From an optimization exercise on the open Yosys and OpenROAD flow, aimed at small area; shortcuts taken in it are not production practice.
In this exercise RTL edits were held to simulation tests only and were not proved equivalent to the original.

## flow/design.v (module list and top-level ports; edited modules follow where they fit)
// module fft1_fa: 4 lines
// module fft_1: 3724 lines
module fft_1(reset, x_re0, x_re1, x_im0, x_im1, y_re0, y_re1, y_im0, y_im1, x_re2, x_re3, x_re4, x_re5, x_re6, x_re7, x_im2, x_im3, x_im4, x_im5, x_im6, x_im7, y_re2, y_re3, y_re4, y_re5, y_re6, y_re7,  y_im2, y_im3, y_im4, y_im5, y_im6, y_im7, clk);
  // ...
==> flow/flow/run.sh <==
#!/bin/bash
# Standard ORFS layout, with the port buffers made of the smallest buffer
# (buffer_ports otherwise picks clkdlybuf4s50_1, a delay cell).
set -euo pipefail
export BUFFER_PORTS_ARGS="-buffer_cell sky130_fd_sc_hd__buf_1"
bash standard.sh > standard.log 2>&1
==> flow/standard.sh <==
#!/bin/bash
# synth_recipe.tcl (not shown) runs the flow's synth.tcl, then flattens the netlist and writes it again
# the make line also repeats each setting of config.mk as NAME=value (left out here)
make -C /OpenROAD-flow-scripts/flow DESIGN_CONFIG=/design/flow/config.mk WORK_HOME=/design/flow/orfs CLKGATE_MAP_FILE= SYNTH_SCRIPT=/design/flow/synth_recipe.tcl "${@:-finish}"
==> flow/config.mk <==
export PLATFORM = sky130hd
export DESIGN_NAME = fft_1
export DESIGN_NICKNAME = fft_1
export VERILOG_FILES = /design/flow/design.v
export SDC_FILE = /design/flow/constraint.sdc
export NUM_CORES = 4
export LEC_CHECK = 0
export CAP_MARGIN = 20
export CORE_MARGIN = 2
export CORE_UTILIZATION = 45
export PLACE_DENSITY = 0.6
export SLEW_MARGIN = 20
export SYNTH_HIERARCHICAL = 1
==> flow/constraint.sdc <==
create_clock -name core_clock -period 25.0 [get_ports {clk}]
set_input_delay 5.0000 -clock core_clock [delete_from_list [all_inputs] [get_ports {clk}]]
set_output_delay 5.0000 -clock core_clock [all_outputs]
set_load 0.01 [all_outputs]
==> key figures, run 1 <==
Synth
  • Post-Syn Nets: 3648
  • Post-Synth Simple-Gate Area: 0.00661
  • Synthesized area per cell: 15.9 sq um
  • #FFs+latches synth: 256
  • Dominant cell type by area after synthesis: fa_1
  • Synth Flop Type: edfxtp_1
  • Post-Synth XOR/XNOR Area: 0.0417
  • Post-synth EDFFs: 256

Critical path
  • Critical path endpoint category: output pin
  • Crit-path max cell delay: 0.61 ns
  • Critical Path AT: 19.17 ns
  • CP top delay family: adder cells
  • Crit-path most repeated cell: fa_1
  • Crit path launch: temp_re[0][0]

Status
  • Status: timing/DRC/antenna clean

Finish
  • Final-stage net count: 4206
  • Design Area, Final: 39500 sq um
  • ClkCell Share: 0.0306

STA
  • Fin. Hold Viols: 0
  • Fin Setup TNS: 0 ns

Routing
  • Iter 0 DRT Violations: 1396
  • DRC violations left: 0
  • M1 WL: 42.6 mm
  • Top routing layer used: met4
  • DR WL met2: 54.2 mm

GRT
  • Top Usage Layer GRT: met2

Placed design
  • Port Buffer Count: 513

Clock network
  • H-Tree Depth: 2
  • CTS Sinks: 256

Worst hold path
  • HP Class: primary input to register
==> inputs of run 2 (changes only) <==
==> flow/run.sh (new file) <==
#!/bin/bash
# synth_recipe.tcl (not shown) runs the flow's synth.tcl, then flattens the netlist and writes it again
# the make line also repeats each setting of config.mk as NAME=value (left out here)
make -C /OpenROAD-flow-scripts/flow DESIGN_CONFIG=/design/flow/config.mk WORK_HOME=/design/flow/orfs CLKGATE_MAP_FILE= SYNTH_SCRIPT=/design/flow/synth_recipe.tcl finish
removed: flow/flow/run.sh
removed: flow/standard.sh
==> run 2 against run 1 <==
Against the previous run: critical path depth unchanged; still clean; count of clock-buffer cells in the layout is 5 lower; cell count shrank 0.13%; hold slack improved by 0.31 ns; design area increased by 8.2%; via count is 1.2% lower; sequential share of layout area shrank 1.5 points; critical path type unchanged; highest routed layer is now met5; die area unchanged.
==> key figures, run 2 <==
Synth
  • Cell area after synthesis: 35000 sq um (unchanged)
  • FFs w/ async S/R, synth: 0 (unchanged)
  • Most common cell in the synthesized netlist: fa_1 (unchanged)
  • Synth Flop Type: edfxtp_1 (unchanged)
  • Syn. warnings: 11 (unchanged)
  • #FFs+latches synth: 256 (unchanged)
  • Post-synth EDFFs: 256 (unchanged)
  • Synth top area cells: fa_1 64%, edfxtp_1 22%, inv_1 6.4% (unchanged)
  • Sequential fraction of the synthesis area: 0.220 (unchanged)
  • Post-Syn Nets: 3648 (unchanged)
  • Post-synth cell types: 24 (unchanged)
  • Synthesized area per cell: 15.9 sq um (unchanged)
  • Post-synth top area share: 0.642 (unchanged)
  • Commonest cells in the netlist: 1122 x fa_1, 600 x inv_1, 256 x edfxtp_1 (unchanged)
  • Synthesized instance count: 2206 (unchanged)
  • Dominant cell type by area after synthesis: fa_1 (unchanged)

Critical path
  • Setup Crit Path Kind: register to output pin (unchanged)
  • Crit-path most repeated cell: fa_1 (unchanged)
  • Crit-path max cell delay: 0.68 ns (was 0.61 ns)
  • Critical path endpoint category: output pin (unchanged)
  • Critical Path Source Type: register (unchanged)
  • Critical-path top delay cell: fa_1 (unchanged)
  • Worst Path Max Fanout: 2 (unchanged)
  • Req. time, crit path: 20.00 ns (about the same)
  • Critical Path AT: 19.33 ns (was 19.17 ns)

Routing
  • Antenna-violating nets left: 0 (unchanged)
  • DRC violations left: 0 (unchanged)
  • Drt pass-1 iters: 5 (unchanged)
  • Via count: 18917 (was 19154)
  • Routed len/inst: 28.3 um (was 27.9 um)
  • WL final: 109 mm (was 107 mm)
  • Vias per cell: 4.94 (was 4.99)
  • Iter 0 DRT Violations: 1155 (was 1396)

Placed design
  • Placer congestion estimate: 0.930 (was 0.943)
  • Port Buffer Count: 513 (unchanged)
  • Post-DP HPWL: 102 mm (was 101 mm)
  • Cell Area, Placed: 41500 sq um (was 38300 sq um)

Clock network
  • Root Buffer: clkbuf_16 (unchanged)
  • CTS Buf Count: 34 (was 36)
  • H-Tree Depth: 2 (unchanged)
  • Clk slew on worst S/H paths: 0.06 ns (about the same)
  • Post-cts hold buffer count: 0 (unchanged)
  • CTS tree: done (unchanged)
  • Clk buf depth: 3 (unchanged)
  • CTS Sinks: 256 (unchanged)
  • # Post-CTS Setup Buffers: 0 (unchanged)

GRT
  • Largest net degree at the start of global routing: 79 (was 71)
  • Gr usage total: 0.284 (was 0.280)
  • First-pass GRT wire length: 157 mm (was 155 mm)
  • Antenna violations before repair: 7 (was 6)
  • Number of global-route vias before repair: 22643 (was 22683)
  • Total grt overflow: 0 (unchanged)

Floorplan
  • Rows: 102 (unchanged)
  • Core box area: 77200 sq um (unchanged)
  • Width of the die: 283 um (unchanged)
  • Vert. Die Dim: 283 um (unchanged)
  • Starting Density: 0.453 (unchanged)
  • IO Pins: 514 (unchanged)
  • Area of the die: 80000 sq um (unchanged)

STA
  • Pins over their slew limit: 0 (unchanged)
  • Final worst path period need: 24.33 ns (was 24.17 ns)
  • Slew headroom: 0.349 (was 0.305)
  • RSZ-0062 raised after global routing: no (unchanged)
  • Worst-Margin Slew: 0.974 ns (was 1.04 ns)
  • Fin. Hold Viols: 0 (unchanged)
  • Fmax: 41.1 MHz (was 41.4 MHz)
  • Period utilization: 0.973 (was 0.967)
  • Fin Setup TNS: 0 ns (unchanged)
  • # setup viols final: 0 (unchanged)
  • WHS: 4.91 ns (was 4.60 ns)

Finish
  • Commonest non-fill, non-tap cell in the layout: fa_1 (unchanged)
  • Final-stage net count: 4205 (was 4206)
  • Most frequent cells in the layout: 1110 x fa_1, 600 x inv_1, 512 x clkdlybuf4s50_1 (was 1122 x fa_1, 600 x inv_1, 512 x buf_1)
  • Area growth syn-to-layout: 22.2% (was 12.9%)
  • Design Area, Final: 42800 sq um (was 39500 sq um)
  • Layout cell share with drive strength beyond 1: 0.0312 (was 0.0272)
  • Biggest regs: temp_im (128), temp_re (128) (unchanged)

Job
  • Max-cap violations: 0 (unchanged)

Status
  • Status: timing/DRC/antenna clean (unchanged)

Worst hold path
  • Hold Path Depth: 1 (unchanged)
  • HP Class: primary input to register (unchanged)
[run 2: cell counts after synthesis]
Identical to the previous run, type by type.
[run 2: logic make-up (layout without fill, tap and decap cells)]
kind of cell / Yosys count / in the layout / synth area share
buffers and inverters: 601 / 1182 / 0.0644
adders and majority gates: 1192 / 1192 / 0.666
other: 0 / 5 / 0
DFF: 256 / 256 / 0.220
AOI/OAI and AO/OA: 7 / 7 / 0.00157
xor gates and xnor gates: 116 / 116 / 0.0417
and+or+nand+nor: 34 / 34 / 0.00661
[run 2: worst paths after layout]
check,from,end
setup / recovery,temp_re[0][0],y_re7[15]
hold / removal,reset,temp_re[7][8]
[run 2: Yosys stat by module, one instance, submodules excluded]
| module | cells | area [sq um] | times used | flops+latches |
|---|---|---|---|---|
| fft1_fa | 1 | 20.0 | 1122 | 0 |
| fft_1 | 1084 | 12500 | 1 | 256 |
[run 2: cell type report]
class                           instances  area, sq um
Fill cell                            6298        34400
Timing Repair Buffer                  521         5200
Inverter                              601         2260
Clock inverter                         24          338
Clock buffer                           36          858
Multi-Input combinational cell       1349        25100
Sequential cell                       256         7690
Antenna cell                            5         12.5
Tap cell                             1040         1300
[run 2: critical path, delay by kind of cell, from the launching register on]
| kind | cells | cell delay [ns] |
|---|---|---|
| flip-flops | 1 | 0.40 |
| adder cells (fa/ha/maj) | 41 | 16.93 |
| XOR/XNOR | 3 | 0.48 |
| buffers and inverters | 6 | 0.97 |
[run 2: routing by layer]
metal	share of wire	track usage	routed length [um]	vias up
met2	0.50	0.467	54100	641
met3	0.082	0.0793	8860	112
met4	0.026	0.0718	2850	4
li1	-	-	-	7597
met1	0.39	0.376	42700	10563
met5	0.00026	0	28	-
[run 2: repair_timing]
item / CTS / global route
endpoints found under the setup margin: 0 / 2
gates resized for setup: 0 / 15
endpoints found under the hold margin: 0 / 0
[run 2: stage by stage]
stage               setup slack, ns   util  cells
finish                        0.665  0.554   3832
global route                 0.0118  0.554   3832
CTS                           0.302  0.553   3826
detailed placement            0.896  0.537   3766
global placement               1.27  0.537   3766
floorplan                      2.49      -   2206

-- port drivers added, routing unchanged --
Ports are ideal in the flow. The routed layouts listed here were re-timed in OpenROAD.
Step 1, drivers: a clkbuf_16 drives clk and a buf_2 each remaining input, both assumed.
Step 2 moves the port delays by t, midway between the first and last clock arrival at a register: inputs arrive t later, outputs are due t later. That takes back most of the time a late clock gives input paths.
a / b / c = no drivers / after step 1 / after step 2; a / b = the first two.
run | t, ns | setup WS [ns] | worst hold slack (ns) | worst register clock-pin slew, ns | worst slew at a driven data input, ns
run 1 | 0.627 | 0.827 / 0.756 / 1.383 | 4.599 / 4.554 / 5.181 | 0.06 / 0.06 | 0.09
run 2 | 0.635 | 0.665 / 0.597 / 1.233 | 4.911 / 4.881 / 5.516 | 0.08 / 0.08 | 0.16
After both steps setup and hold are still met in every run listed.
